Background: an optimization exercise with open tools, aiming at small area. Do not read the settings as production practice.
At most, simulation tests tie the RTL to the original design; equivalence was not proved.
Only the layout flow was run in runs 2 to 4; the RTL was not checked for function there.

`design/flow/config.mk`:
```
export PLATFORM = sky130hd
export DESIGN_NAME = FFT_top
export DESIGN_NICKNAME = FFT_top
export VERILOG_FILES = /design/flow/design.v
export SDC_FILE = /design/flow/constraint.sdc
export NUM_CORES = 4
export LEC_CHECK = 0
export ABC_AREA = 1
export CAP_MARGIN = 20
export CORE_MARGIN = 2
export CORE_UTILIZATION = 70
export CTS_BUF_LIST = sky130_fd_sc_hd__clkbuf_16
export CTS_CLUSTER_DIAMETER = 100
export CTS_CLUSTER_SIZE = 25
export SLEW_MARGIN = 20
```
`design/flow/constraint.sdc`:
```
create_clock -name core_clock -period 12.0 [get_ports {clk}]
set_input_delay 2.4000 -clock core_clock [delete_from_list [all_inputs] [get_ports {clk}]]
set_output_delay 2.4000 -clock core_clock [all_outputs]
set_load 0.01 [all_outputs]
```
`design/flow/design.v`:
```
module rca #(parameter W = 16) (
  input  wire [W-1:0] a, b,
  input  wire         ci,
  output wire [W-1:0] s
);
  wire [W:0] c;
  assign c[0] = ci;
  genvar i;
  generate for (i = 0; i < W; i = i + 1) begin : g
    assign s[i]   = a[i] ^ b[i] ^ c[i];
    assign c[i+1] = (a[i] & b[i]) | (a[i] & c[i]) | (b[i] & c[i]);
  end endgenerate
endmodule
module mulw (
  input  wire [16:0] u,
  output wire [15:0] y
);
  wire [19:0] u20 = {{3{u[16]}}, u};
  wire [22:0] u23 = {{6{u[16]}}, u};
  wire [23:0] u24 = {{7{u[16]}}, u};
  wire [19:0] a;             
  wire [22:0] a23 = {{3{a[19]}}, a};
  wire [22:0] b;             
  wire [23:0] c;             
  wire [29:0] b30 = {{7{b[22]}}, b};
  wire [29:0] c30 = {{6{c[23]}}, c};
  wire [29:0] r;             
  assign a[1:0] = u[1:0];
  rca #(18) ra (.a(u20[19:2]), .b(u20[17:0]), .ci(1'b0), .s(a[19:2]));
  assign b[2:0] = a[2:0];
  rca #(20) rb (.a(a23[22:3]), .b(a23[19:0]), .ci(1'b0), .s(b[22:3]));
  assign c[5:0] = u[5:0];
  rca #(18) rc (.a(u24[23:6]), .b(u24[17:0]), .ci(1'b0), .s(c[23:6]));
  assign r[7:0] = c[7:0];
  rca #(22) rr (.a(b30[21:0]), .b(c30[29:8]), .ci(1'b0), .s(r[29:8]));
  assign y = r[29:14];
endmodule
module FFT_top (
input	wire 			clk,reset_n,
input	wire			start,
input	wire 	[15:0]	s_in,
output	wire 			s2p_en,
output	wire[15:0]		X_0_re,X_1_re,
						X_4_re,X_5_re,
						X_0_im,X_1_im,
						X_4_im,X_5_im,
						X_2_re,X_3_re,
						X_6_re,X_7_re,
						X_2_im,X_3_im,
						X_6_im,X_7_im
);
reg       toggle, en, primed;
reg [2:0] p;                  
always @(posedge clk, negedge reset_n) begin
  if (!reset_n) begin
    toggle <= 1'b0; en <= 1'b0; p <= 3'd0; primed <= 1'b0;
  end else begin
    if (start) toggle <= ~toggle;
    en <= toggle & ~start;
    if (en) p <= p + 3'd1;
    if (en && p == 3'd7) primed <= 1'b1;
  end
end
assign s2p_en = en;
wire p0 = (p == 3'd0), p1 = (p == 3'd1), p2 = (p == 3'd2), p3 = (p == 3'd3);
wire p4 = (p == 3'd4), p5 = (p == 3'd5), p6 = (p == 3'd6), p7 = (p == 3'd7);
reg [15:0] d1, d2;             
always @(posedge clk) if (en) begin d1 <= s_in; d2 <= d1; end
reg [15:0] X0a, ABa, A2p;
reg [15:1] X4a;
wire [15:0] xg = en ? d2 : 16'd0;
wire        sub4  = en & (p6 | p7 | p0 | p1);
wire        subab = en & (p4 | p5 | p0 | p1);
wire        init0 = en & p2;
wire        initab = en & (p2 | p6);
wire [15:0] x0s, x4s, abs_;
rca #(16) ax0 (.a(init0  ? 16'd0 : X0a), .b(xg),                 .ci(1'b0),  .s(x0s));
rca #(16) ax4 (.a(init0  ? 16'd0 : {X4a[15:1], X0a[0]}), .b(xg ^ {16{sub4}}), .ci(sub4), .s(x4s));
rca #(16) aab (.a(initab ? 16'd0 : ABa), .b(xg ^ {16{subab}}),   .ci(subab), .s(abs_));
always @(posedge clk) begin
  X0a <= x0s; X4a <= x4s[15:1]; ABa <= abs_;
  if (en && p6) A2p <= ABa;
end
wire [15:0] da = p7 ? d1 : d2;
wire [15:0] db = p7 ? s_in : d1;
wire [15:0] df;
rca #(16) adf (.a(da), .b(~db), .ci(1'b1), .s(df));
reg  [15:0] C, D;
reg  [16:0] E, F;
reg         m_p, nz_p, nzv_p;
wire [16:0] es = {E[15], E[15:0]};
wire [16:0] fs = {df[15], df};
wire [16:0] dif, sum;
rca #(17) aum (.a(es), .b(~fs), .ci(1'b1), .s(dif));    
rca #(17) aup (.a(es), .b(fs),  .ci(1'b0), .s(sum));    
wire        m_n = (df == 16'h8000);
wire [16:0] u1r = {dif[16] ^ m_n, dif[15:0]};           
wire [15:0] my;
mulw umul (.u(p0 ? F : E), .y(my));
always @(posedge clk) if (en) begin
  if (p2) C <= df;
  if (p4) D <= df;
  if (p6) E <= {1'b0, df};
  if (p7) begin
    E <= sum; F <= u1r;
    m_p <= m_n; nz_p <= |u1r[13:0]; nzv_p <= |sum[13:0];
  end
  if (p0) F[15:0] <= my;
  if (p1) E[15:0] <= my;
end
wire [15:0] P, Q, R, S;
rca #(16) aP (.a(C), .b(F[15:0]),  .ci(1'b0),   .s(P));     
rca #(16) aQ (.a(C), .b(~F[15:0]), .ci(1'b1),   .s(Q));     
rca #(16) aR (.a(D), .b(~E[15:0]), .ci(~nzv_p), .s(R));     
rca #(16) aS (.a(D), .b(E[15:0]),  .ci(nzv_p),  .s(S));     
reg [15:0] H0, HP, HR;
reg [15:1] H4, HA2, HB2, HQ, HS;
reg        Hm, Hnz;
always @(posedge clk, negedge reset_n) begin
  if (!reset_n) begin
    H0 <= 16'd0; H4 <= 15'd0; HA2 <= 15'd0; HB2 <= 15'd0;
    HP <= 16'd0; HQ <= 15'd0; HR <= 16'd0; HS <= 15'd0;
    Hm <= 1'b0; Hnz <= 1'b0;
  end else if (en && p2 && primed) begin
    H0 <= X0a; H4 <= X4a; HA2 <= A2p[15:1]; HB2 <= ABa[15:1];
    HP <= P; HQ <= Q[15:1]; HR <= R; HS <= S[15:1];
    Hm <= m_p; Hnz <= nz_p;
  end
end
wire        b2lsb = H0[1] ^ H4[1];
wire [15:0] fX4 = {H4, H0[0]};
wire [15:0] fA2 = {HA2, b2lsb ^ H0[0]};
wire [15:0] fB2 = {HB2, b2lsb};
wire [15:0] fQ  = {HQ, HP[0]};
wire [15:0] fS  = {HS, HR[0]};
wire [15:0] K  = Hm ? 16'hB504 : 16'd0;
wire [15:0] nK = Hm ? 16'h4AFC : 16'd0;       
wire [15:0] x7r, x3r, x1i, x5i, x2i;
rca #(16) o7r (.a(HP),  .b(K),   .ci(Hnz),  .s(x7r));   
rca #(16) o3r (.a(fQ),  .b(~K),  .ci(~Hnz), .s(x3r));   
rca #(16) o1i (.a(~fS), .b(nK),  .ci(1'b1), .s(x1i));   
rca #(16) o5i (.a(~HR), .b(K),   .ci(1'b1), .s(x5i));   
rca #(16) o2i (.a(~fB2), .b(16'd0), .ci(1'b1), .s(x2i));  
assign X_0_re = H0;   assign X_0_im = 16'd0;
assign X_4_re = fX4;   assign X_4_im = 16'd0;
assign X_2_re = fA2;  assign X_2_im = x2i;
assign X_6_re = fA2;  assign X_6_im = fB2;
assign X_1_re = HP;   assign X_1_im = x1i;
assign X_5_re = fQ;   assign X_5_im = x5i;
assign X_3_re = x3r;  assign X_3_im = HR;
assign X_7_re = x7r;  assign X_7_im = fS;
endmodule
```
`design/flow/flow/run.sh`:
```
#!/bin/bash
# Standard layout, except that the port buffers the standard flow's flow adds are the
# smallest buffer (buf_1) instead of the default choice, and one tie cell
# drives the constant outputs.
set -euo pipefail
bash standard.sh "BUFFER_PORTS_ARGS=-buffer_cell sky130_fd_sc_hd__buf_1" SKIP_REPAIR_TIE_FANOUT=1 finish > standard_flow.log 2>&1
```
`design/flow/standard.sh`:
```
#!/bin/bash
# synth_recipe.tcl (not shown) runs the flow's synth.tcl, then flattens the netlist and writes it again
# the make line also repeats each setting of config.mk as NAME=value (left out here)
make -C /OpenROAD-flow-scripts/flow DESIGN_CONFIG=/design/flow/config.mk WORK_HOME=/design/flow/orfs CLKGATE_MAP_FILE= SYNTH_SCRIPT=/design/flow/synth_recipe.tcl "${@:-finish}"
```
==> out/results.txt, run 1 <==
Syn-to-layout area delta - 6.70%
Cell Area, Synth - 18300 µm²
Routed WL - 41800 µm
Max_cap viols - 0
Multi-input logic area - 8640 µm²
Library cells used by synthesis - 42
Std cell rows - 59
CP endpoint kind - flop
Die Height - 166 µm
Post-CTS sizing - 0
Antenna Nets Post-Route - 0
Post-synth EDFFs - 116
Tot GR Track Use - 30.9%
Placed Instances - 2120
Post-synth ARST share - 44.6%
Reg area - 7700 µm²
Vias per std cell - 5.42
Synthesized net count - 1942
Hold WC Path Type - reg2reg
Final Hold Vio Count - 0
Worst slew margin relative to its limit - 32.9%
Final setup TNS - 0 ns
Via count - 11600
Pin count of the biggest net entering global routing - 112
IO Pins - 276
Mapped Cells - 1634
Slew Limit Fails - 0
Critical Path RT - 12.36 ns
Ys Warns - 1
Final Cycle Share - 94.2%
Hold buffer count at CTS - 0
Diode count - 0
Top FF cell, synth - dfrtp_1
Critical path launch point type - flop
RSZ-0062 raised after global routing - no
Final min period - 11.31 ns
1st-pass router iterations - 6
HPWL Detailed - 33600 µm
Starting density of the core - 70.7%
Worst-Margin Slew - 1.01 ns
CTS root buffer - clkbuf_16
Outcome - timing/DRC/antenna clean
Routability cong. - 0.895
Port-buffer cells - 243
Worst Path Arrival - 11.67 ns
Slowest CP cell - dfrtp_1
Setup bufs post-CTS - 0
H-tree depth - 1
CORE AREA - 25800 µm²
Crit-path max FO - 20
Clk slew on worst S/H paths - 0.11 ns
Clock Skew - 0.0189 ns
Sequential share of the synthesized area - 42.1%
Avg Inst Size Synth - 11.2 µm²
Die Wd - 166 µm
Final Non-Filler Cells - 2146
Clk buf depth - 3
Cell repeated most along the worst path - fa_1
Final net count - 2110
Final setup violating endpoints - 0
Clk Latency, worst-skew pair - 0.51 ns
# fillers - 1817
F_max - 0.0884 GHz
CTS sink cnt - 294
Wire per inst - 19.5 µm
Setup CP Type - reg2reg
Initial antenna violation count - 0
Flops & latches, synth - 294
CTS tree - done
DR iter-0 viols - 1265
Vias in the first global route - 11300
Total CTS buffers - 15
Slowest stage delay, CP - 0.50 ns
Die area - 27400 µm²
Grt ovf - 0
DRC Markers - 0
Share of cells above drive strength 1 - 5.52%
Global-route wire length before repair - 62600 µm
==> path summary, 6_finish.rpt <==
kind / end / depth (start not counted) / slack [ns] / startpoint
setup / recovery: E[15] / 35 / 0.69 / p[1]
min in group asynchronous: H4[10] / 1 / 1.84 / reset_n
setup reg to reg: E[15] / 35 / 0.69 / p[1]
hold / removal: H0[3] / 2 / 0.47 / X0a[3]
max in group asynchronous: HQ[12] / 3 / 8.42 / reset_n
hold reg to reg: H0[3] / 2 / 0.47 / X0a[3]
==> flip-flops by register name, indices dropped and copies added, names as in the netlist, 16 cells and up <==
name  cells
F        17
d1       16
HP       16
C        16
H0       16
E        17
d2       16
ABa      16
HR       16
X0a      16
D        16
==> cell families (layout without fill, tap and decap cells) <==
logic type | after synthesis | count (layout) | share of synthesized area, %
xor gates and xnor gates | 37 | 37 | 1.81
and+or+nand+nor | 304 | 304 | 6.67
buffers and inverters | 442 | 619 | 10.6
DFF | 294 | 294 | 42.1
other | 1 | 1 | 0.0205
adders and majority gates | 289 | 289 | 29.2
muxes | 59 | 59 | 3.66
AOI/OAI and AO/OA | 208 | 208 | 5.90
==> metrics by stage <==
step	utilization (%)	hold WS, ns	setup WS, ns	cell area (µm²)
after floorplan	-	0.423	0.973	18300
after global placement	73.7	0.430	0.989	19100
after detailed placement	73.7	0.452	0.737	19100
after CTS	75.5	0.470	0.705	19500
after global routing	75.5	0.480	0.0782	19500
final	75.5	0.469	0.694	19500
==> synthesized netlist by cell type, types with 2 or more instances <==
cell type	instances	area, µm²
nand3b_1	2	15.0
nor2_1	74	278
nor3_1	2	10.0
mux2_1	2	22.5
o21ai_2	4	35.0
nand2_2	2	12.5
dfxtp_1	47	941
o21ai_0	124	621
mux2_2	40	450
buf_4	59	443
fa_1	228	4560
inv_1	329	1230
a21oi_1	66	330
buf_1	2	7.51
ha_1	61	763
inv_2	6	22.5
nand4_1	7	43.8
nor4_1	3	18.8
clkbuf_1	24	90.1
nand3_1	5	25.0
mux2_4	5	75.1
nor2_2	2	12.5
dfrtp_1	131	3280
buf_2	16	80.1
nand2_4	2	22.5
xor2_1	18	158
o21ai_1	10	50.1
nand2_1	201	754
mux2i_1	12	120
buf_6	6	67.6
xnor2_1	18	158
edfxtp_1	116	3480
==> cell usage in the layout, fill, tap and decap left out, types with 3 or more instances in the layout <==
cell / n
o21ai_1: 12
o21ai_2: 4
ha_1: 60
dfxtp_1: 47
inv_1: 337
edfxtp_1: 116
nor4_1: 3
dfrtp_1: 130
buf_4: 15
a21oi_1: 66
mux2_2: 40
nand4_1: 7
buf_1: 242
xor2_1: 18
nor2_1: 74
mux2i_1: 12
fa_1: 228
o21ai_0: 122
mux2_4: 5
nand2_1: 201
inv_2: 7
nand3_1: 5
clkbuf_16: 15
xnor2_1: 18
==> final cells by class <==
cell class,count,share of cell area (%)
inverters,335,6.45
well taps,335,2.15
clock buffers,15,1.92
flip-flops and latches,294,39.5
multi-input cells,898,44.3
clock inverters,11,0.372
repair buffers,258,5.27
==> critical path, delay by kind of cell, from the launching register on <==
family	cells	cell delay [ns]
compound gates	4	0.70
xor+xnor	2	0.35
fa+ha+maj	22	8.67
buf+inv	5	0.70
flops	1	0.50
simple gates	2	0.25
==> metal layers <==
| layer | track usage, % | share of wire (%) |
|---|---|---|
| met1 | 43.6 | 41 |
| met2 | 51.9 | 49 |
| met3 | 4.85 | 7.3 |
| met4 | 6.11 | 1.8 |
| met5 | 1.89 | 0.16 |
==> run 2: changes to the inputs <==
--- a/design/flow/design.v
+++ b/design/flow/design.v
@@ -88,5 +88,5 @@
 reg  [15:0] C, D;
-reg  [16:0] E, F;
+reg  [16:0] R1, R2;           
 reg         m_p, nz_p, nzv_p;
-wire [16:0] es = {E[15], E[15:0]};
+wire [16:0] es = {R2[15], R2[15:0]};
 wire [16:0] fs = {df[15], df};
@@ -98,3 +98,3 @@
 wire [15:0] my;
-mulw umul (.u(p0 ? F : E), .y(my));
+mulw umul (.u(R1), .y(my));
 always @(posedge clk) if (en) begin
@@ -102,15 +102,15 @@
   if (p4) D <= df;
-  if (p6) E <= {1'b0, df};
+  if (p6) R2 <= {1'b0, df};
   if (p7) begin
-    E <= sum; F <= u1r;
+    R1 <= u1r; R2 <= sum;
     m_p <= m_n; nz_p <= |u1r[13:0]; nzv_p <= |sum[13:0];
   end
-  if (p0) F[15:0] <= my;
-  if (p1) E[15:0] <= my;
+  if (p0) begin R1 <= R2; R2[15:0] <= my; end
+  if (p1) R1[15:0] <= my;
 end
 wire [15:0] P, Q, R, S;
-rca #(16) aP (.a(C), .b(F[15:0]),  .ci(1'b0),   .s(P));     
-rca #(16) aQ (.a(C), .b(~F[15:0]), .ci(1'b1),   .s(Q));     
-rca #(16) aR (.a(D), .b(~E[15:0]), .ci(~nzv_p), .s(R));     
-rca #(16) aS (.a(D), .b(E[15:0]),  .ci(nzv_p),  .s(S));     
+rca #(16) aP (.a(C), .b(R2[15:0]),  .ci(1'b0),   .s(P));     
+rca #(16) aQ (.a(C), .b(~R2[15:0]), .ci(1'b1),   .s(Q));     
+rca #(16) aR (.a(D), .b(~R1[15:0]), .ci(~nzv_p), .s(R));     
+rca #(16) aS (.a(D), .b(R1[15:0]),  .ci(nzv_p),  .s(S));     
 reg [15:0] H0, HP, HR;
==> run 2 against run 1 <==
Net effect: critical path depth shrank 8; routed wire length shrank 4.9%; highest routed layer is now met4; sequential share of layout area is 0.13 points higher; flip-flop and latch count unchanged; synthesized cell count fell by 1.7%; first-iteration DRC count down 31%; non-clock buffer count fell by 4; still clean; largest cell class unchanged.
==> out/results.txt, run 2 <==
Ys Warns - 1 (unchanged)
Worst slew margin relative to its limit - 34.2% (+1.3 points)
IO Pins - 276 (unchanged)
Final setup violating endpoints - 0 (unchanged)
Vias in the first global route - 11300 (+0.15%)
Final net count - 2086 (-1.1%)
Post-synth ARST share - 44.6% (unchanged)
Die area - 27300 µm² (-0.25%)
Clock Skew - 0.0186 ns (-0.000222 ns)
Critical path depth - 27 (-23%)
Antenna Nets Post-Route - 0 (unchanged)
Worst-Margin Slew - 0.986 ns (-0.0203 ns)
Diode count - 0 (unchanged)
CTS tree - done
Clk Latency, worst-skew pair - 0.51 ns (about the same)
Setup CP Type - reg2reg
Post-CTS sizing - 0 (unchanged)
Final Hold Vio Count - 0 (unchanged)
Die Height - 165 µm (-0.12%)
Most common cell after layout, fill and taps aside - inv_1
Flops & latches, synth - 294 (unchanged)
Final core utilization - 75.2% (-0.24 points)
Critical Path RT - 12.24 ns (-0.12 ns)
Mapped Cells - 1607 (-1.7%)
Vias per std cell - 5.36 (-1.2%)
Cell family with most CP delay - adder cells
DR iter-0 viols - 877 (-31%)
Post-synth EDFFs - 116 (unchanged)
Largest registers - R1 x17, R2 x17
Max_cap viols - 0 (unchanged)
Synthesized net count - 1919 (-1.2%)
Starting density of the core - 70.6% (-0.18 points)
Largest cells by area after synthesis - fa_1 25%, edfxtp_1 19%, dfrtp_1 18%
Dominant cell by count in the synthesized netlist - inv_1
Hold buffer count at CTS - 0 (unchanged)
CTS sink cnt - 294 (unchanged)
Setup bufs post-CTS - 0 (unchanged)
Worst R2R Path Depth - 27 (-23%)
Clk slew on worst S/H paths - 0.11 ns (about the same)
Slew Limit Fails - 0 (unchanged)
1st-pass router iterations - 5 (-1)
Routability cong. - 0.953 (+6.5%)
Die Wd - 165 µm (-0.12%)
Final non-filler cell area - 19400 µm² (-0.32%)
CP Buf/Inv Count - 2 (-3)
Synth top area share - 25.3% (+0.28 points)
Avg Inst Size Synth - 11.3 µm² (+1.4%)
CORE AREA - 25800 µm² (unchanged)
H-tree depth - 1 (unchanged)
Clk buf depth - 3 (unchanged)
Critical path launch point type - flop
Outcome - timing/DRC/antenna clean
Tot GR Track Use - 30.4% (-0.50 points)
Final setup TNS - 0 ns (unchanged)
CP endpoint kind - flop
Slowest stage delay, CP - 0.56 ns (+0.06 ns)
Pin count of the biggest net entering global routing - 134 (+20%)
Library cells used by synthesis - 38 (-9.5%)
RSZ-0062 raised after global routing - no
Via count - 11300 (-2.5%)
Grt ovf - 0 (unchanged)
Initial antenna violation count - 0 (unchanged)
Crit-path max FO - 5 (-75%)
Wire per inst - 18.8 µm (-3.6%)
Cell Area, Synth - 18200 µm² (-0.25%)
Hold WC Path Type - reg2reg
Final Cycle Share - 87.7% (-6.5 points)
Final min period - 10.52 ns (-0.785 ns)
Share of cells above drive strength 1 - 5.10% (-0.42 points)
HPWL Detailed - 31800 µm (-5.3%)
Sequential share of the synthesized area - 42.3% (+0.11 points)
Post-DP Area - 19000 µm² (-0.22%)
Std cell rows - 59 (unchanged)
Syn-to-layout area delta - 6.63% (about the same)
Worst Path Arrival - 10.76 ns (-0.91 ns)
CTS root buffer - clkbuf_16
Commonest cells in the netlist - 328 x inv_1, 230 x fa_1, 185 x nand2_1
DRC Markers - 0 (unchanged)
Cell repeated most along the worst path - fa_1
Final Worst Setup Slack - 1.48 ns (+0.785 ns)
Top FF cell, synth - dfrtp_1
Most frequent cells in the layout - 337 x inv_1, 242 x buf_1, 230 x fa_1
F_max - 0.0950 GHz (+7.5%)
Biggest area consumer among synthesized cells - fa_1
Total CTS buffers - 15 (unchanged)
Hold depth - 0 (-2)
Slowest CP cell - fa_1
Routed WL - 39800 µm (-4.9%)
Dpl ws - 1.46 ns (+0.726 ns)
Port-buffer cells - 243 (unchanged)
Global-route wire length before repair - 61300 µm (-2.0%)
## run 2: changes by cell type in the layout (fill, tap and decap cells not counted), sizes merged, moves of 3 or more
cell / change
a21oi: +8
buf: -4
inv: -5
nand2: -16
nand4: -3
nor2: -6
o21ai: -7
xor2: +8
## run 2: logic make-up after synthesis
group | Yosys count | share of synthesized area (%)
flip-flops | 294 | 42.3
multiplexers | 59 | 3.56
other | 1 | 0.0206
AND/OR/NAND/NOR | 273 | 5.95
XOR/XNOR | 44 | 2.44
adder cells (fa/ha/maj) | 293 | 29.6
buffers and inverters | 434 | 10.4
AO/OA/AOI/OAI | 209 | 5.80
## run 2: per-stage QoR
stage / hold slack [ns] / std cells
detailed placement: 0.439 / 2092
global route: 0.468 / 2118
finish: 0.459 / 2118
floorplan: 0.423 / 1607
global placement: 0.429 / 2092
CTS: 0.463 / 2118
## run 2: layout make-up
class / instances / area, µm²
clock inverter: 11 / 51.3
clock buffer: 15 / 375
timing repair buffer: 254 / 998
multi-input combinational: 879 / 8650
inverter: 330 / 1240
sequential: 294 / 7700
fill: 1840 / 6400
tap: 335 / 419
## run 2: worst register-to-register path, cell delays in order (launching register included)
cell and delay, ns:
edfxtp_1 0.51, ha_1 0.23, fa_1 0.17, inv_1 0.05
fa_1 0.44, fa_1 0.46, fa_1 0.46, fa_1 0.47
fa_1 0.46, fa_1 0.46, fa_1 0.46, fa_1 0.46
fa_1 0.47, fa_1 0.48, fa_1 0.47, fa_1 0.56
fa_1 0.46, fa_1 0.39, fa_1 0.41, fa_1 0.40
fa_1 0.50, inv_1 0.06, fa_1 0.40, fa_1 0.38
xnor2_1 0.14, or2_2 0.33, nand3_1 0.07, o21ai_0 0.08
## run 2: worst paths after layout
check / start / slack [ns] / endpoint
max: R1[2] / 1.48 / R1[15]
min: d1[8] / 0.46 / d2[8]
max reg2reg: R1[2] / 1.48 / R1[15]
min reg2reg: d1[8] / 0.46 / d2[8]
max in group asynchronous: reset_n / 8.53 / Hm
min in group asynchronous: reset_n / 1.99 / H4[9]
## run 2: routing by layer
metal	part of all wire [%]	GRT usage [%]
met5	0	0
met4	2.2	7.68
met3	8.3	5.97
met2	48	48.4
met1	42	44.2
==> run 3: changes to the inputs <==
--- a/design/flow/config.mk
+++ b/design/flow/config.mk
@@ -10,3 +10,3 @@
 export CORE_MARGIN = 2
-export CORE_UTILIZATION = 70
+export CORE_UTILIZATION = 80
 export CTS_BUF_LIST = sky130_fd_sc_hd__clkbuf_16
==> run 3 against run 2 <==
Net effect: cell count fell by 2.4%; critical path type unchanged; die area fell by 12%; still clean; critical endpoint unchanged; first-iteration DRC count rose by 46%.
==> out/results.txt, run 3 <==
DRC Markers - 0 (unchanged)
Hold WC Path Type - reg2reg
Biggest area consumer among synthesized cells - fa_1
Final setup violating endpoints - 0 (unchanged)
Dominant cell by count in the synthesized netlist - inv_1
Ys Warns - 1 (unchanged)
Clk buf depth - 3 (unchanged)
HPWL Detailed - 35200 µm (+11%)
Diode count - 0 (unchanged)
Std cell rows - 55 (-6.8%)
Final setup TNS - 0 ns (unchanged)
Outcome - timing/DRC/antenna clean
Syn-to-layout area delta - 6.27%
Worst-Margin Slew - 1.03 ns (+0.0464 ns)
Synth top area share - 25.3% (unchanged)
Die area - 24000 µm² (-12%)
Initial antenna violation count - 0 (unchanged)
Sequential share of the synthesized area - 42.3% (unchanged)
Avg Inst Size Synth - 11.3 µm² (unchanged)
Worst Path Arrival - 11.05 ns (+0.29 ns)
Flops & latches, synth - 294 (unchanged)
Final Cycle Share - 90.0% (+2.3 points)
CTS root buffer - clkbuf_16
Critical Path RT - 12.25 ns (about the same)
Top FF cell, synth - dfrtp_1
Antenna Nets Post-Route - 0 (unchanged)
IO Pins - 276 (unchanged)
Hold buffer count at CTS - 0 (unchanged)
CTS tree - done
CP endpoint kind - flop
Starting density of the core - 81.0% (+10 points)
Final core utilization - 86.1% (+11 points)
H-tree depth - 1 (unchanged)
Most frequent cells in the layout - 337 x inv_1, 242 x buf_1, 230 x fa_1
Final Non-Filler Cells - 2067 (-2.4%)
Setup bufs post-CTS - 0 (unchanged)
Tot GR Track Use - 40.0% (+9.6 points)
Clk slew on worst S/H paths - 0.11 ns (about the same)
Routability cong. - 0.968 (+1.6%)
Crit-path max FO - 5 (unchanged)
Die Height - 155 µm (-6.3%)
Cell Area, Synth - 18200 µm² (unchanged)
Share of cells above drive strength 1 - 5.05% (-0.053 points)
Post-DP Area - 18900 µm² (-0.37%)
Final net count - 2085 (-0.048%)
Synthesized net count - 1919 (unchanged)
Vias in the first global route - 13100 (+16%)
Max_cap viols - 0 (unchanged)
1st-pass router iterations - 6 (+1)
Slew Limit Fails - 0 (unchanged)
Dpl ws - 1.27 ns (-0.189 ns)
Clock Skew - 0.0483 ns (+0.0297 ns)
Total CTS buffers - 15 (unchanged)
Post-CTS sizing - 0 (unchanged)
Pin count of the biggest net entering global routing - 108 (-19%)
Wire per inst - 23.0 µm (+22%)
Via count - 12500 (+10%)
Global-route wire length before repair - 71800 µm (+17%)
Routed WL - 47500 µm (+19%)
Most common cell after layout, fill and taps aside - inv_1
Mapped Cells - 1607 (unchanged)
Largest registers - R1 x17, R2 x17
Worst slew margin relative to its limit - 31.1% (-3.1 points)
Setup CP Type - reg2reg
Critical path launch point type - flop
Slowest stage delay, CP - 0.59 ns (+0.03 ns)
Vias per std cell - 6.06 (+13%)
Port-buffer cells - 243 (unchanged)
Library cells used by synthesis - 38 (unchanged)
Grt ovf - 0 (unchanged)
Clk Latency, worst-skew pair - 0.53 ns (+0.02 ns)
Final min period - 10.80 ns (+0.278 ns)
Final Worst Setup Slack - 1.20 ns (-0.278 ns)
CORE AREA - 22500 µm² (-13%)
Commonest cells in the netlist - 328 x inv_1, 230 x fa_1, 185 x nand2_1
F_max - 0.0926 GHz (-2.6%)
RSZ-0062 raised after global routing - no
Post-synth EDFFs - 116 (unchanged)
Final non-filler cell area - 19400 µm² (-0.34%)
Post-synth ARST share - 44.6% (unchanged)
CTS sink cnt - 294 (unchanged)
Largest cells by area after synthesis - fa_1 25%, edfxtp_1 19%, dfrtp_1 18%
Die Wd - 155 µm (-6.3%)
Slowest CP cell - fa_1
DR iter-0 viols - 1281 (+46%)
Placed Instances - 2041 (-2.4%)
Final Hold Vio Count - 0 (unchanged)
Cell repeated most along the worst path - fa_1
[run 3: cell type report]
| type | instances | area, µm² |
|---|---|---|
| clock buffers | 15 | 375 |
| clock inverters | 11 | 51.3 |
| fillers | 1081 | 3130 |
| inverters | 330 | 1240 |
| multi-input cells | 879 | 8650 |
| flip-flops and latches | 294 | 7700 |
| well taps | 285 | 357 |
| repair buffers | 253 | 995 |
[run 3: logic make-up after synthesis]
logic type,synth area share (%)
flip-flops,42.3
multiplexers,3.56
adder cells (fa/ha/maj),29.6
XOR/XNOR,2.44
other,0.0206
AO/OA/AOI/OAI,5.80
buffers and inverters,10.4
AND/OR/NAND/NOR,5.95
[run 3: through the flow]
| step | hold slack, ns |
|---|---|
| finish | 0.471 |
| global route | 0.477 |
| CTS | 0.471 |
| detailed placement | 0.449 |
| global placement | 0.429 |
| floorplan | 0.423 |
[run 3: routing by layer]
| layer | share of wire [%] | vias to the layer above | track usage, % | routed length [µm] |
|---|---|---|---|---|
| met3 | 9.6 | 196 | 8.89 | 4580 |
| li1 | - | 5220 | - | - |
| met2 | 49 | 834 | 66.0 | 23400 |
| met5 | 0 | - | 0 | 0 |
| met1 | 36 | 6284 | 52.6 | 17200 |
| met4 | 5.0 | 0 | 16.8 | 2360 |
[run 3: worst paths after layout]
path / startpoint / endpoint / slack (ns) / depth (start not counted)
worst max-delay path: R1[2] / R1[15] / 1.20 / 27
worst min-delay path: A2p[15] / HA2[15] / 0.47 / 1
worst max register to register: R1[2] / R1[15] / 1.20 / 27
worst min register to register: A2p[15] / HA2[15] / 0.47 / 1
max in group asynchronous: reset_n / HR[8] / 8.52 / 2
min in group asynchronous: reset_n / H4[10] / 1.99 / 1
[run 3: worst max-delay path, delay by kind of cell, from the launching register on]
kind / cells / cell delay (ns)
adder cells (fa/ha/maj): 21 / 9.20
flip-flops: 1 / 0.52
AND/OR/NAND/NOR: 2 / 0.41
XOR/XNOR: 1 / 0.16
buffers and inverters: 2 / 0.14
AO/OA/AOI/OAI: 1 / 0.10
==> run 4: changes to the inputs <==
--- a/design/flow/design.v
+++ b/design/flow/design.v
@@ -99,2 +99,6 @@
 mulw umul (.u(R1), .y(my));
+wire [15:0] pa = p0 ? C : D;
+wire [15:0] XS, YS;
+rca #(16) aX (.a(pa), .b(my),  .ci(~p0 & nzv_p), .s(XS));    
+rca #(16) aY (.a(pa), .b(~my), .ci(p0 | ~nzv_p), .s(YS));    
 always @(posedge clk) if (en) begin
@@ -107,10 +111,6 @@
   end
-  if (p0) begin R1 <= R2; R2[15:0] <= my; end
-  if (p1) R1[15:0] <= my;
+  if (p0) begin R1 <= R2; R2[15:0] <= XS; C <= YS; end
+  if (p1) begin R1[15:0] <= XS; D <= YS; end
 end
-wire [15:0] P, Q, R, S;
-rca #(16) aP (.a(C), .b(R2[15:0]),  .ci(1'b0),   .s(P));     
-rca #(16) aQ (.a(C), .b(~R2[15:0]), .ci(1'b1),   .s(Q));     
-rca #(16) aR (.a(D), .b(~R1[15:0]), .ci(~nzv_p), .s(R));     
-rca #(16) aS (.a(D), .b(R1[15:0]),  .ci(nzv_p),  .s(S));     
+wire [15:0] P = R2[15:0], Q = C, R = D, S = R1[15:0];
 reg [15:0] H0, HP, HR;
--- a/design/flow/config.mk
+++ b/design/flow/config.mk
@@ -10,3 +10,3 @@
 export CORE_MARGIN = 2
-export CORE_UTILIZATION = 80
+export CORE_UTILIZATION = 70
 export CTS_BUF_LIST = sky130_fd_sc_hd__clkbuf_16
==> run 4 against run 3 <==
Net effect: clock skew fell by 0.032 ns; utilization fell by 11 points; critical path depth rose by 8; register-to-register slack got worse by 0.07 ns; routed wire length fell by 15%; sequential share of layout area barely moved; fmax fell by 0.66%; global-route usage fell by 9.4 points; die area rose by 14%; area after synthesis barely moved; critical path type unchanged.
==> out/results.txt, run 4 <==
Syn-to-layout area delta - 6.45%
Final net count - 2172 (+4.2%)
Largest registers - R1 x17, R2 x17
Biggest area consumer among synthesized cells - fa_1
Clk buf depth - 3 (unchanged)
Final Cycle Share - 90.6% (+0.60 points)
Grt ovf - 0 (unchanged)
Final Non-Filler Cells - 2235 (+8.1%)
Die Height - 165 µm (+6.7%)
Clk Latency, worst-skew pair - 0.52 ns (about the same)
Synth top area share - 22.0% (-3.3 points)
Mapped Cells - 1737 (+8.1%)
Die area - 27300 µm² (+14%)
Hold WS - 0.470 ns (-0.00102 ns)
Hold buffer count at CTS - 0 (unchanged)
CP Buf/Inv Count - 3 (+1)
Total CTS buffers - 15 (unchanged)
Worst-Margin Slew - 1.05 ns (+0.0185 ns)
Largest cells by area after synthesis - fa_1 22%, edfxtp_1 19%, dfrtp_1 18%
Most common cell after layout, fill and taps aside - inv_1
Ys Warns - 1 (unchanged)
Sequential share of the synthesized area - 42.3% (about the same)
Reg-to-reg setup timing slack - 1.13 ns (-0.07 ns)
Global-route wire length before repair - 62800 µm (-12%)
Worst R2R Path Depth - 35 (+30%)
Routability cong. - 0.927 (-4.2%)
Pin count of the biggest net entering global routing - 218 (+100%)
Clock Skew - 0.0160 ns (-0.0323 ns)
Flops & latches, synth - 294 (unchanged)
Final setup TNS - 0 ns (unchanged)
Die Wd - 165 µm (+6.7%)
Post-synth EDFFs - 116 (unchanged)
Avg Inst Size Synth - 10.5 µm² (-7.6%)
Max_cap viols - 0 (unchanged)
Antenna Nets Post-Route - 0 (unchanged)
Final setup violating endpoints - 0 (unchanged)
Reg2Reg Launch Point - R1[1]
Starting density of the core - 70.5% (-11 points)
Slowest stage delay, CP - 0.54 ns (-0.05 ns)
Wire per inst - 18.2 µm (-21%)
# fillers - 1920 (+78%)
Cell family with most CP delay - adder cells
Via count - 12100 (-3.8%)
Worst Path Arrival - 11.25 ns (+0.20 ns)
Reg-to-reg endpoint - D[15]
Slowest CP cell - fa_1
Setup CP Type - reg2reg
IO Pins - 276 (unchanged)
Crit-path max FO - 6 (+1)
Cell repeated most along the worst path - fa_1
CTS sink cnt - 294 (unchanged)
Post-synth ARST share - 44.6% (unchanged)
Synthesized net count - 2019 (+5.2%)
Worst Setup EP - D[15]
Most frequent cells in the layout - 355 x inv_1, 266 x nand2_1, 242 x buf_1
Worst slew margin relative to its limit - 29.7% (-1.4 points)
Std cell rows - 59 (+7.3%)
Port-buffer cells - 243 (unchanged)
Critical path depth - 35 (+30%)
HPWL Detailed - 31500 µm (-11%)
Cell Area, Synth - 18200 µm² (about the same)
CTS tree - done
H-tree depth - 1 (unchanged)
Final Hold Vio Count - 0 (unchanged)
Share of cells above drive strength 1 - 4.00% (-1.0 points)
1st-pass router iterations - 5 (-1)
Post-CTS sizing - 0 (unchanged)
F_max - 0.0920 GHz (-0.66%)
Critical path launch point type - flop
Clk slew on worst S/H paths - 0.10 ns (about the same)
Slew Limit Fails - 0 (unchanged)
Tot GR Track Use - 30.6% (-9.4 points)
Critical Path RT - 12.38 ns (+0.13 ns)
Dominant cell by count in the synthesized netlist - inv_1
Vias in the first global route - 11800 (-10%)
DRC Markers - 0 (unchanged)
Commonest cells in the netlist - 346 x inv_1, 266 x nand2_1, 200 x fa_1
CORE AREA - 25800 µm² (+15%)
Initial antenna violation count - 0 (unchanged)
CP Launch Point - R1[1]
Placed Instances - 2207 (+8.1%)
Top FF cell, synth - dfrtp_1
Hold WC Path Type - reg2reg
Final min period - 10.87 ns (+0.0714 ns)
CP endpoint kind - flop
Routed WL - 40600 µm (-15%)
CTS root buffer - clkbuf_16
RSZ-0062 raised after global routing - no
Setup bufs post-CTS - 0 (unchanged)
DR iter-0 viols - 880 (-31%)
Outcome - timing/DRC/antenna clean
Vias per std cell - 5.39 (-11%)
Library cells used by synthesis - 41 (+7.9%)
-- run 4: cell types whose count changed after synthesis, moves of 10 or more --
cell      previous run  this run
inv_1              328       346
o21ai_1             36         2
fa_1               230       200
buf_2               13        28
a21oi_1             73        63
o211ai_1             0        15
nand2_1            185       266
o21ai_0             95       168
nand3_1              6        16
-- run 4: metal layers --
metal | routed length [µm] | up-vias | GRT usage [%]
met1 | 15800 | 5925 | 40.5
met5 | 0 | - | 0
li1 | - | 5625 | -
met2 | 20700 | 411 | 51.6
met3 | 2230 | 94 | 4.00
met4 | 1890 | 0 | 13.0
-- run 4: metrics by stage --
stage                     cell area, µm²  util (%)  setup WS, ns
after floorplan                    18200         -          1.82
after global placement             18900      73.3          1.54
after detailed placement           18900      73.3          1.23
after CTS                          19400      74.9          1.19
after global routing               19400      75.0         0.770
final                              19400      75.1          1.13
-- run 4: cells by family (layout without fill, tap and decap cells) --
| family | after synthesis | count (layout) | synth area share [%] |
|---|---|---|---|
| flip-flops | 294 | 294 | 42.3 |
| adder cells (fa/ha/maj) | 263 | 263 | 26.3 |
| AO/OA/AOI/OAI | 255 | 255 | 7.30 |
| AND/OR/NAND/NOR | 373 | 373 | 8.35 |
| XOR/XNOR | 41 | 41 | 1.97 |
| multiplexers | 45 | 45 | 2.70 |
| buffers and inverters | 465 | 627 | 11.1 |
| other | 1 | 2 | 0.0206 |
-- run 4: final cells by class --
cell class	count	area, µm²	area share [%]
inverter	349	1310	6.77
tap	335	419	2.16
sequential	294	7700	39.7
timing repair buffer	252	1000	5.17
antenna	1	2.50	0.0129
clock inverter	11	51.3	0.265
clock buffer	15	375	1.94
multi-input combinational	978	8520	44.0
-- run 4: how the worst min path moves through the flow --
stage | startpoint | end | slack (ns) | cells after the start
after floorplan | d1[0] | d2[0] | 0.43 | 0
after global placement | d1[8] | d2[8] | 0.44 | 0
after detailed placement | d1[13] | d2[13] | 0.44 | 0
after CTS | d1[13] | d2[13] | 0.47 | 0
after global routing | ABa[12] | A2p[12] | 0.49 | 0
final | d1[13] | d2[13] | 0.47 | 0
==> run 5: changes to the inputs <==
--- a/design/flow/design.v
+++ b/design/flow/design.v
@@ -83,6 +83,4 @@
 end
-wire [15:0] da = p7 ? d1 : d2;
-wire [15:0] db = p7 ? s_in : d1;
 wire [15:0] df;
-rca #(16) adf (.a(da), .b(~db), .ci(1'b1), .s(df));
+rca #(16) adf (.a(d2), .b(~d1), .ci(1'b1), .s(df));
 reg  [15:0] C, D;
@@ -99,6 +97,6 @@
 mulw umul (.u(R1), .y(my));
-wire [15:0] pa = p0 ? C : D;
+wire [15:0] pa = p1 ? C : D;
 wire [15:0] XS, YS;
-rca #(16) aX (.a(pa), .b(my),  .ci(~p0 & nzv_p), .s(XS));    
-rca #(16) aY (.a(pa), .b(~my), .ci(p0 | ~nzv_p), .s(YS));    
+rca #(16) aX (.a(pa), .b(my),  .ci(~p1 & nzv_p), .s(XS));    
+rca #(16) aY (.a(pa), .b(~my), .ci(p1 | ~nzv_p), .s(YS));    
 always @(posedge clk) if (en) begin
@@ -107,3 +105,3 @@
   if (p6) R2 <= {1'b0, df};
-  if (p7) begin
+  if (p0) begin
     R1 <= u1r; R2 <= sum;
@@ -111,6 +109,5 @@
   end
-  if (p0) begin R1 <= R2; R2[15:0] <= XS; C <= YS; end
-  if (p1) begin R1[15:0] <= XS; D <= YS; end
+  if (p1) begin R1 <= R2; R2[15:0] <= XS; C <= YS; end
 end
-wire [15:0] P = R2[15:0], Q = C, R = D, S = R1[15:0];
+wire [15:0] P = R2[15:0], Q = C, R = YS, S = XS;
 reg [15:0] H0, HP, HR;
==> run 5 against run 4 <==
Net effect: still clean on timing, DRC and antenna; via count down 4.4%; register-to-register slack better by 0.48 ns; first-iteration DRC count up 6.6%; flip-flop and latch count unchanged; design area shrank 3.5%; fmax up 4.6%; sequential share of layout area is 1.4 points higher; worst setup slack better by 0.48 ns; routed wire length fell by 2.7%; cell count decreased by 3.6%; critical path type unchanged; critical endpoint is now C[15].
==> out/results.txt, run 5 <==
Share of cells above drive strength 1 - 3.28% (-0.72 points)
CORE AREA - 24500 µm² (-5.3%)
H-tree depth - 1 (unchanged)
Post-CTS sizing - 0 (unchanged)
Hold buffer count at CTS - 0 (unchanged)
Min-delay src - A2p[14]
Routability cong. - 0.911 (-1.8%)
Die Wd - 162 µm (-1.7%)
F_max - 0.0962 GHz (+4.6%)
Slowest stage delay, CP - 0.50 ns (-0.04 ns)
Commonest cells in the netlist - 345 x nand2_1, 311 x inv_1, 199 x fa_1
Most frequent cells in the layout - 345 x nand2_1, 320 x inv_1, 242 x buf_1
Final Cycle Share - 86.6% (-4.0 points)
Worst R2R Path Depth - 35 (unchanged)
Slowest CP cell - edfxtp_1
Clock Skew - 0.0219 ns (+0.00590 ns)
Final Worst Setup Slack - 1.60 ns (+0.475 ns)
Largest registers - R1 x17, R2 x17
Reg-to-reg setup timing slack - 1.60 ns (+0.48 ns)
Hold WC Path Type - reg2reg
Routed WL - 39500 µm (-2.7%)
DRC Markers - 0 (unchanged)
Final setup TNS - 0 ns (unchanged)
Library cells used by synthesis - 33 (-20%)
Cell Area, Synth - 17600 µm² (-3.5%)
Biggest area consumer among synthesized cells - fa_1
Syn-to-layout area delta - 6.47% (about the same)
Final Hold Vio Count - 0 (unchanged)
RSZ-0062 raised after global routing - no
Hold depth - 2 (+2)
Clk Latency, worst-skew pair - 0.52 ns (about the same)
Synth top area share - 22.7% (+0.69 points)
Ys Warns - 1 (unchanged)
Port-buffer cells - 243 (unchanged)
CTS tree - done
CTS root buffer - clkbuf_16
Max_cap viols - 0 (unchanged)
Setup CP Type - reg2reg
Std cell rows - 57 (-3.4%)
DR iter-0 viols - 938 (+6.6%)
Worst slew margin relative to its limit - 22.4% (-7.3 points)
Worst Path Arrival - 10.77 ns (-0.48 ns)
Dpl ws - 1.61 ns (+0.377 ns)
Outcome - timing/DRC/antenna clean
CTS sink cnt - 294 (unchanged)
Top FF cell, synth - dfrtp_1
Hold WS - 0.453 ns (-0.0165 ns)
Critical Path RT - 12.38 ns (about the same)
Post-synth ARST share - 44.6% (unchanged)
Via count - 11500 (-4.4%)
Starting density of the core - 71.8% (+1.3 points)
Worst Hold Path EP - HA2[14]
Global-route wire length before repair - 63400 µm (+0.89%)
Synthesized net count - 1937 (-4.1%)
Dominant cell by count in the synthesized netlist - nand2_1
Sequential share of the synthesized area - 43.8% (+1.6 points)
Cell repeated most along the worst path - fa_1
Antenna Nets Post-Route - 0 (unchanged)
Diode count - 0 (-1)
Largest cells by area after synthesis - fa_1 23%, edfxtp_1 20%, dfrtp_1 19%
Die Height - 162 µm (-1.7%)
Final setup violating endpoints - 0 (unchanged)
Vias in the first global route - 11800 (+0.24%)
Pin count of the biggest net entering global routing - 90 (-59%)
1st-pass router iterations - 5 (unchanged)
Setup bufs post-CTS - 0 (unchanged)
Reg2Reg Launch Point - R1[1]
CP Launch Point - R1[1]
Wire per inst - 18.4 µm (+0.92%)
Critical path launch point type - flop
Most common cell after layout, fill and taps aside - nand2_1
Post-synth EDFFs - 116 (unchanged)
IO Pins - 276 (unchanged)
Die area - 26400 µm² (-3.4%)
Reg-to-reg endpoint - C[15]
Vias per std cell - 5.35 (-0.84%)
Mapped Cells - 1656 (-4.7%)
Flops & latches, synth - 294 (unchanged)
Total CTS buffers - 15 (unchanged)
Avg Inst Size Synth - 10.6 µm² (+1.2%)
Clk slew on worst S/H paths - 0.10 ns (about the same)
Slew Limit Fails - 0 (unchanged)
Clk buf depth - 3 (unchanged)
Grt ovf - 0 (unchanged)
CP endpoint kind - flop
Worst-Margin Slew - 1.16 ns (+0.109 ns)
Tot GR Track Use - 31.5% (+0.95 points)
Initial antenna violation count - 1 (+1)
Crit-path max FO - 6 (unchanged)
Final core utilization - 76.5% (+1.4 points)
HPWL Detailed - 30300 µm (-3.8%)
Final min period - 10.40 ns (-0.475 ns)
Final net count - 2102 (-3.2%)
-- run 5: worst max-delay path by stage --
| stage | end | cells past startpoint | slack (ns) |
|---|---|---|---|
| 6_report | C[15] | 35 | 1.60 |
| 5_1_grt | C[15] | 35 | 1.13 |
| 4_1_cts | C[15] | 35 | 1.59 |
| 3_5_place_dp | C[15] | 35 | 1.61 |
| 3_3_place_gp | C[15] | 35 | 1.93 |
| 2_1_floorplan | C[15] | 34 | 2.23 |
-- run 5: cell type report --
cell class	count	area [µm²]
inverters	317	1190
flip-flops and latches	294	7700
well taps	324	405
repair buffers	255	1010
multi-input cells	938	7970
clock inverters	11	48.8
fillers	1746	5750
clock buffers	15	375
-- run 5: metal layers --
layer	wire [µm]	vias up	share of wire, %	GRT usage, %
met5	9	-	0.023	0
met4	1150	2	2.9	9.29
met3	3340	70	8.5	6.44
met2	18900	462	48	51.6
met1	16100	5645	41	43.6
li1	-	5342	-	-
-- run 5: critical path: cells and delay by family (launching register included) --
kind	cells	cell delay [ns]
AOI/OAI and AO/OA	3	0.35
adders and majority gates	21	8.50
buffers and inverters	3	0.23
DFF	1	0.50
and+or+nand+nor	8	0.68
-- run 5: kinds of logic (layout without fill, tap and decap cells) --
group                    after synthesis  after routing  share of synthesized area (%)
XOR/XNOR                              46             46                           2.29
flip-flops                           294            294                           43.8
AO/OA/AOI/OAI                        191            191                           5.71
buffers and inverters                424            598                           10.9
AND/OR/NAND/NOR                      438            438                           10.1
adder cells (fa/ha/maj)              262            262                           27.2
other                                  1              1                         0.0213
-- run 5: stage by stage --
step / cell area [µm²] / std cells
6_report: 18700 / 2154
5_1_grt: 18700 / 2154
4_1_cts: 18700 / 2153
3_5_place_dp: 18300 / 2127
3_3_place_gp: 18300 / 2127
2_1_floorplan: 17600 / 1656
==> run 6: changes to the inputs <==
--- a/design/flow/design.v
+++ b/design/flow/design.v
@@ -88,15 +88,11 @@
 reg         m_p, nz_p, nzv_p;
-wire [16:0] es = {R2[15], R2[15:0]};
-wire [16:0] fs = {df[15], df};
-wire [16:0] dif, sum;
-rca #(17) aum (.a(es), .b(~fs), .ci(1'b1), .s(dif));    
-rca #(17) aup (.a(es), .b(fs),  .ci(1'b0), .s(sum));    
-wire        m_n = (df == 16'h8000);
-wire [16:0] u1r = {dif[16] ^ m_n, dif[15:0]};           
 wire [15:0] my;
 mulw umul (.u(R1), .y(my));
-wire [15:0] pa = p1 ? C : D;
-wire [15:0] XS, YS;
-rca #(16) aX (.a(pa), .b(my),  .ci(~p1 & nzv_p), .s(XS));    
-rca #(16) aY (.a(pa), .b(~my), .ci(p1 | ~nzv_p), .s(YS));    
+wire [15:0] pa = p0 ? R2[15:0] : (p1 ? C : D);
+wire [15:0] pb = p0 ? df : my;
+wire [16:0] XS, YS;
+rca #(17) aX (.a({pa[15], pa}), .b({pb[15], pb}),   .ci(p2 & nzv_p),    .s(XS));
+rca #(17) aY (.a({pa[15], pa}), .b(~{pb[15], pb}),  .ci(~p2 | ~nzv_p),  .s(YS));
+wire        m_n = (df == 16'h8000);
+wire [16:0] u1r = {YS[16] ^ m_n, YS[15:0]};             
 always @(posedge clk) if (en) begin
@@ -106,8 +102,8 @@
   if (p0) begin
-    R1 <= u1r; R2 <= sum;
-    m_p <= m_n; nz_p <= |u1r[13:0]; nzv_p <= |sum[13:0];
+    R1 <= u1r; R2 <= XS;
+    m_p <= m_n; nz_p <= |u1r[13:0]; nzv_p <= |XS[13:0];
   end
-  if (p1) begin R1 <= R2; R2[15:0] <= XS; C <= YS; end
+  if (p1) begin R1 <= R2; R2[15:0] <= XS[15:0]; C <= YS[15:0]; end
 end
-wire [15:0] P = R2[15:0], Q = C, R = YS, S = XS;
+wire [15:0] P = R2[15:0], Q = C, R = YS[15:0], S = XS[15:0];
 reg [15:0] H0, HP, HR;
==> run 6 against run 5 <==
Net effect: routed wire length rose by 2.8%; die area is 2.5% lower; hold slack better by 0.0012 ns; critical path depth down 1; critical path type unchanged.
==> out/results.txt, run 6 <==
Outcome - timing/DRC/antenna clean
Max_cap viols - 0 (unchanged)
Synthesized net count - 1909 (-1.4%)
Final net count - 2074 (-1.3%)
Routed WL - 40600 µm (+2.8%)
Post-CTS sizing - 0 (unchanged)
1st-pass router iterations - 5 (unchanged)
Syn-to-layout area delta - 6.92%
HPWL Detailed - 31800 µm (+5.0%)
CP endpoint kind - flop
Share of cells above drive strength 1 - 4.04% (+0.77 points)
Final setup TNS - 0 ns (unchanged)
Final min period - 10.69 ns (+0.296 ns)
Dominant cell by count in the synthesized netlist - nand2_1
Cell Area, Synth - 17100 µm² (-2.6%)
Dpl ws - 1.31 ns (-0.299 ns)
Clock Skew - 0.0221 ns (+0.000196 ns)
Total CTS buffers - 15 (unchanged)
Most frequent cells in the layout - 364 x nand2_1, 306 x inv_1, 242 x buf_1
Setup CP Type - reg2reg
Sequential share of the synthesized area - 45.0% (+1.2 points)
Clk buf depth - 3 (unchanged)
Met2 GRT Util - 54.6% (+3.0 points)
Flops & latches, synth - 294 (unchanged)
Critical path launch point type - flop
Routability cong. - 0.947 (+4.0%)
Largest registers - R1 x17, R2 x17
Clk slew on worst S/H paths - 0.11 ns (about the same)
Most common cell after layout, fill and taps aside - nand2_1
Avg Inst Size Synth - 10.3 µm² (-2.6%)
Grt ovf - 0 (unchanged)
Port-buffer cells - 243 (unchanged)
Cell repeated most along the worst path - fa_1
F_max - 0.0935 GHz (-2.8%)
Pin count of the biggest net entering global routing - 104 (+16%)
CTS root buffer - clkbuf_16
Final Worst Setup Slack - 1.31 ns (-0.296 ns)
H-tree depth - 1 (unchanged)
Setup bufs post-CTS - 0 (unchanged)
Final core utilization - 75.7% (-0.77 points)
Ys Warns - 1 (unchanged)
Worst-Margin Slew - 0.971 ns (-0.189 ns)
Initial antenna violation count - 0 (-1)
Biggest area consumer among synthesized cells - edfxtp_1
CTS sink cnt - 294 (unchanged)
Slowest CP cell - edfxtp_1
Vias in the first global route - 11700 (-1.5%)
Largest cells by area after synthesis - edfxtp_1 20%, fa_1 19%, dfrtp_1 19%
Tot GR Track Use - 32.6% (+1.1 points)
Final Cycle Share - 89.1% (+2.5 points)
Hold WC Path Type - reg2reg
Diode count - 0 (unchanged)
M1 GR Usage - 44.4% (+0.75 points)
Antenna Nets Post-Route - 0 (unchanged)
DRC Markers - 0 (unchanged)
RSZ-0062 raised after global routing - no
# fillers - 1752 (+0.34%)
Starting density of the core - 70.8% (-1.0 points)
Worst Path Arrival - 10.95 ns (+0.18 ns)
Die area - 25700 µm² (-2.5%)
Mapped Cells - 1657 (+0.060%)
Final setup violating endpoints - 0 (unchanged)
Top FF cell, synth - dfrtp_1
Reg area - 7700 µm² (unchanged)
DR iter-0 viols - 922 (-1.7%)
Crit-path max FO - 6 (unchanged)
Synth top area share - 20.3% (-2.3 points)
Die Height - 160 µm (-1.3%)
Vias per std cell - 5.39 (+0.69%)
Post-DP Area - 17900 µm² (-2.1%)
Slowest stage delay, CP - 0.49 ns (about the same)
Most Crowded Layer GR - met2
Commonest cells in the netlist - 364 x nand2_1, 297 x inv_1, 165 x fa_1
IO Pins - 276 (unchanged)
Global-route wire length before repair - 64100 µm (+1.1%)
Hold buffer count at CTS - 0 (unchanged)
Post-synth EDFFs - 116 (unchanged)
Worst slew margin relative to its limit - 35.3% (+13 points)
Clk Latency, worst-skew pair - 0.51 ns (about the same)
Multi-input logic area - 7610 µm² (-4.5%)
Critical Path RT - 12.26 ns (-0.12 ns)
Final Hold Vio Count - 0 (unchanged)
Via count - 11600 (+0.69%)
CORE AREA - 24200 µm² (-1.2%)
Std cell rows - 57 (unchanged)
Final non-filler cell area - 18300 µm² (-2.2%)
CTS tree - done
Library cells used by synthesis - 45 (+36%)
Wire per inst - 18.9 µm (+2.8%)
Post-synth ARST share - 44.6% (unchanged)
Slew Limit Fails - 0 (unchanged)
Die Wd - 160 µm (-1.3%)
Met3 Track Usage GR - 4.31% (-2.1 points)
-- run 6: layer usage --
layer  part of all wire (%)  vias up  wire length (µm)
met5                      0        -                 0
met4                    4.1        0              1670
met3                    7.7       84              3130
met2                     50      487             20100
met1                     39     5674             15700
li1                       -     5356                 -
-- run 6: worst paths after layout --
check / startpoint / end / slack, ns / depth (start not counted)
setup reg to reg: R1[1] / R2[15] / 1.31 / 34
hold / removal: d1[12] / d2[12] / 0.45 / 0
setup / recovery: R1[1] / R2[15] / 1.31 / 34
max in group asynchronous: reset_n / en / 8.41 / 3
min in group asynchronous: reset_n / HP[8] / 1.81 / 1
hold reg to reg: d1[12] / d2[12] / 0.45 / 0
-- run 6: critical path, delay by kind of cell, from the launching register on --
| kind | cells | cell delay (ns) |
|---|---|---|
| compound gates | 5 | 0.63 |
| fa+ha+maj | 23 | 8.82 |
| buf+inv | 4 | 0.30 |
| flops | 1 | 0.49 |
| simple gates | 2 | 0.22 |
-- run 6: cells by family after synthesis --
family	count (synthesis)	synth area share, %
fa+ha+maj	233	24.3
compound gates	198	6.20
other cells	1	0.0219
mux	2	0.117
simple gates	464	11.1
buf+inv	413	10.6
flops	294	45.0
xor+xnor	52	2.75
-- run 6: layout make-up --
class,count,share of cell area [%]
clock buffers,15,2.05
inverters,304,6.27
multi-input cells,950,41.6
clock inverters,10,0.232
repair buffers,257,5.58
well taps,324,2.21
flip-flops and latches,294,42.1
-- run 6: metrics by stage --
step | hold WS (ns) | cells
after CTS | 0.450 | 2154
after floorplan | 0.425 | 1657
final | 0.455 | 2154
after detailed placement | 0.432 | 2129
after global placement | 0.427 | 2129
after global routing | 0.471 | 2154
==> run 7: changes to the inputs <==
--- a/design/flow/design.v
+++ b/design/flow/design.v
@@ -111,2 +111,11 @@
 reg        Hm, Hnz;
+reg        ld, kp;
+always @(posedge clk, negedge reset_n) begin
+  if (!reset_n) begin
+    ld <= 1'b0; kp <= 1'b0;
+  end else begin
+    ld <= en & p1 & primed;
+    kp <= ~(en & p1 & primed);
+  end
+end
 always @(posedge clk, negedge reset_n) begin
@@ -116,6 +125,13 @@
     Hm <= 1'b0; Hnz <= 1'b0;
-  end else if (en && p2 && primed) begin
-    H0 <= X0a; H4 <= X4a; HA2 <= A2p[15:1]; HB2 <= ABa[15:1];
-    HP <= P; HQ <= Q[15:1]; HR <= R; HS <= S[15:1];
-    Hm <= m_p; Hnz <= nz_p;
+  end else begin
+    H0  <= (X0a        & {16{ld}}) | (H0  & {16{kp}});
+    H4  <= (X4a        & {15{ld}}) | (H4  & {15{kp}});
+    HA2 <= (A2p[15:1]  & {15{ld}}) | (HA2 & {15{kp}});
+    HB2 <= (ABa[15:1]  & {15{ld}}) | (HB2 & {15{kp}});
+    HP  <= (P          & {16{ld}}) | (HP  & {16{kp}});
+    HQ  <= (Q[15:1]    & {15{ld}}) | (HQ  & {15{kp}});
+    HR  <= (R          & {16{ld}}) | (HR  & {16{kp}});
+    HS  <= (S[15:1]    & {15{ld}}) | (HS  & {15{kp}});
+    Hm  <= (m_p & ld) | (Hm  & kp);
+    Hnz <= (nz_p & ld) | (Hnz & kp);
   end
==> run 7 against run 6 <==
Net effect: utilization is 1.3 points higher; critical endpoint is now R1[16]; hold slack gained 0.011 ns; area after synthesis shrank 0.84%; highest routed layer unchanged.
==> out/results.txt, run 7 <==
Hold buffer count at CTS - 0 (unchanged)
Post-CTS sizing - 0 (unchanged)
Synthesized net count - 1777 (-6.9%)
CORE AREA - 23600 µm² (-2.3%)
Flops & latches, synth - 296 (+0.68%)
Biggest area consumer among synthesized cells - fa_1
Largest cells by area after synthesis - fa_1 21%, edfxtp_1 21%, dfrtp_1 20%
Critical path launch point type - flop
Placed Instances - 1987 (-6.7%)
Cell repeated most along the worst path - fa_1
Largest registers - R1 x17, R2 x17
Outcome - timing/DRC/antenna clean
Crit-path max FO - 3 (-3)
Reg-to-reg endpoint - R1[16]
Pin count of the biggest net entering global routing - 91 (-13%)
Clk slew on worst S/H paths - 0.10 ns (about the same)
F_max - 0.0873 GHz (-6.7%)
Clock Skew - 0.0165 ns (-0.00563 ns)
CTS tree - done
Ys Warns - 1 (unchanged)
Initial antenna violation count - 0 (unchanged)
Std cell rows - 56 (-1.8%)
Final Cycle Share - 95.5% (+6.4 points)
Worst-Margin Slew - 0.940 ns (-0.0310 ns)
Antenna Nets Post-Route - 0 (unchanged)
Final min period - 11.46 ns (+0.768 ns)
CP Buf/Inv Count - 4 (unchanged)
Post-synth ARST share - 44.9% (+0.37 points)
IO Pins - 276 (unchanged)
Cell family with most CP delay - adder cells
Diode count - 0 (unchanged)
Avg Inst Size Synth - 11.1 µm² (+7.7%)
Top FF cell, synth - dfrtp_1
Final setup violating endpoints - 0 (unchanged)
Starting density of the core - 71.9% (+1.1 points)
Final net count - 1939 (-6.5%)
Critical path depth - 32 (-5.9%)
Routed WL - 40200 µm (-1.1%)
Total CTS buffers - 15 (unchanged)
Critical Path RT - 12.27 ns (about the same)
CP Launch Point - R1[2]
1st-pass router iterations - 5 (unchanged)
Cell Area, Synth - 17000 µm² (-0.84%)
Dominant cell by count in the synthesized netlist - inv_1
Syn-to-layout area delta - 7.13%
Routability cong. - 0.935 (-1.3%)
Clk buf depth - 3 (unchanged)
Final non-filler cell area - 18200 µm² (-0.64%)
Die area - 25500 µm² (-0.82%)
Hold WC Path Type - reg2reg
Post-synth EDFFs - 116 (unchanged)
Port-buffer cells - 243 (unchanged)
Die Wd - 160 µm (-0.41%)
CTS sink cnt - 296 (+0.68%)
Share of cells above drive strength 1 - 5.01% (+0.97 points)
Global-route wire length before repair - 63900 µm (-0.18%)
Final Non-Filler Cells - 2015 (-6.5%)
RSZ-0062 raised after global routing - no
DRC Markers - 0 (unchanged)
Reg2Reg Launch Point - R1[2]
Final Hold Vio Count - 0 (unchanged)
Final setup TNS - 0 ns (unchanged)
Sequential share of the synthesized area - 45.7% (+0.68 points)
Most frequent cells in the layout - 318 x inv_1, 242 x buf_1, 201 x nand2_1
Slowest CP cell - fa_1
Reg-to-reg setup timing slack - 0.54 ns (-0.77 ns)
Setup bufs post-CTS - 0 (unchanged)
Max_cap viols - 0 (unchanged)
HPWL Detailed - 29700 µm (-6.5%)
Via count - 11300 (-2.6%)
Final core utilization - 77.0% (+1.3 points)
CTS root buffer - clkbuf_16
Grt ovf - 0 (unchanged)
Die Height - 160 µm (-0.41%)
CP endpoint kind - flop
Worst Path Arrival - 11.73 ns (+0.78 ns)
Library cells used by synthesis - 38 (-16%)
Most common cell after layout, fill and taps aside - inv_1
Worst Setup EP - R1[16]
Post-DP Area - 17700 µm² (-1.0%)
Vias in the first global route - 11300 (-3.1%)
Worst R2R Path Depth - 32 (-5.9%)
Commonest cells in the netlist - 311 x inv_1, 201 x nand2_1, 175 x fa_1
Vias per std cell - 5.61 (+4.1%)
Mapped Cells - 1525 (-8.0%)
Worst slew margin relative to its limit - 37.2% (+1.9 points)
Clk Latency, worst-skew pair - 0.51 ns (about the same)
Slew Limit Fails - 0 (unchanged)
H-tree depth - 1 (unchanged)
Setup CP Type - reg2reg
Slowest stage delay, CP - 0.57 ns (+0.08 ns)
Tot GR Track Use - 32.6% (+0.066 points)
DR iter-0 viols - 1038 (+13%)
Wire per inst - 19.9 µm (+5.8%)
Synth top area share - 20.6% (+0.29 points)
==> run 7: cell types whose count changed in the layout (fill, tap and decap cells not counted), sizes merged, moves of 11 or more <==
cell,delta
o21ai,-37
o22ai,+39
inv,+27
xor2,-12
or2,-11
nand2,-169
a22o,+31
==> run 7: worst min path at each step <==
stage | from | endpoint | slack, ns | cells past startpoint
2_1_floorplan | primed | primed | 0.42 | 2
3_3_place_gp | d1[12] | d2[12] | 0.43 | 0
3_5_place_dp | primed | primed | 0.44 | 2
4_1_cts | d1[12] | d2[12] | 0.47 | 0
5_1_grt | d1[6] | d2[6] | 0.48 | 0
6_report | d1[12] | d2[12] | 0.47 | 0
==> run 7: metrics by stage <==
stage / setup slack, ns / hold WS [ns]
after floorplan: 0.908 / 0.423
after global placement: 0.652 / 0.433
after detailed placement: 0.361 / 0.443
after CTS: 0.312 / 0.467
after global routing: 0.00128 / 0.480
final: 0.541 / 0.465
==> run 7: kinds of logic (layout without fill, tap and decap cells) <==
kind of cell	count (synthesis)	after routing	synth area share (%)
adder cells (fa/ha/maj)	233	233	24.9
AO/OA/AOI/OAI	232	232	8.54
XOR/XNOR	41	41	2.51
buffers and inverters	439	610	11.3
flip-flops	296	296	45.7
multiplexers	10	10	0.590
other	1	1	0.0221
AND/OR/NAND/NOR	273	273	6.47
==> run 7: final cells by class <==
cell class | count | area [µm²]
clock buffer | 15 | 375
fill | 1637 | 5430
clock inverter | 11 | 72.6
inverter | 328 | 1230
sequential | 296 | 7760
timing repair buffer | 256 | 1040
multi-input combinational | 790 | 7320
tap | 319 | 399
==> run 7: per-layer routing <==
layer / vias to the layer above / share of wire [%] / GRT usage, %
met3: 60 / 9.4 / 5.58
met5: - / 0 / 0
li1: 5026 / - / -
met2: 571 / 44 / 46.8
met4: 0 / 2.0 / 6.98
met1: 5640 / 45 / 53.3

-- port drivers added, routing unchanged --
The flow's constraints put no driver on any port. The routed layouts listed below were extracted and timed again, unchanged, in two steps. Step 1 sets driving cells, clkbuf_16 on the clock port and buf_2 on the other inputs (assumed; they add their load-dependent delay and slew). Step 2 also shifts input and output timing later by t, the mid clock arrival at the registers, as if the neighbouring blocks saw the same clock. Slacks: ideal / step 1 / step 2; pairs: ideal / step 1.
| run | t (ns) | slack for setup (ns) | clock arrival spread, ns | worst slew at a driven data input, ns |
|---|---|---|---|---|
| run 1 | 0.558 | 0.694 / 0.694 / 0.694 | 0.020 / 0.020 | 0.03 |
| run 2 | 0.558 | 1.479 / 1.479 / 1.479 | 0.019 / 0.018 | 0.05 |
| run 3 | 0.549 | 1.201 / 1.201 / 1.201 | 0.048 / 0.048 | 0.06 |
| run 4 | 0.558 | 1.130 / 1.130 / 1.130 | 0.017 / 0.017 | 0.07 |
| run 5 | 0.561 | 1.605 / 1.605 / 1.605 | 0.022 / 0.022 | 0.06 |
| run 6 | 0.546 | 1.309 / 1.309 / 1.309 | 0.022 / 0.023 | 0.04 |
| run 7 | 0.557 | 0.541 / 0.541 / 0.541 | 0.017 / 0.017 | 0.04 |
After both steps setup and hold are still met in every run listed.
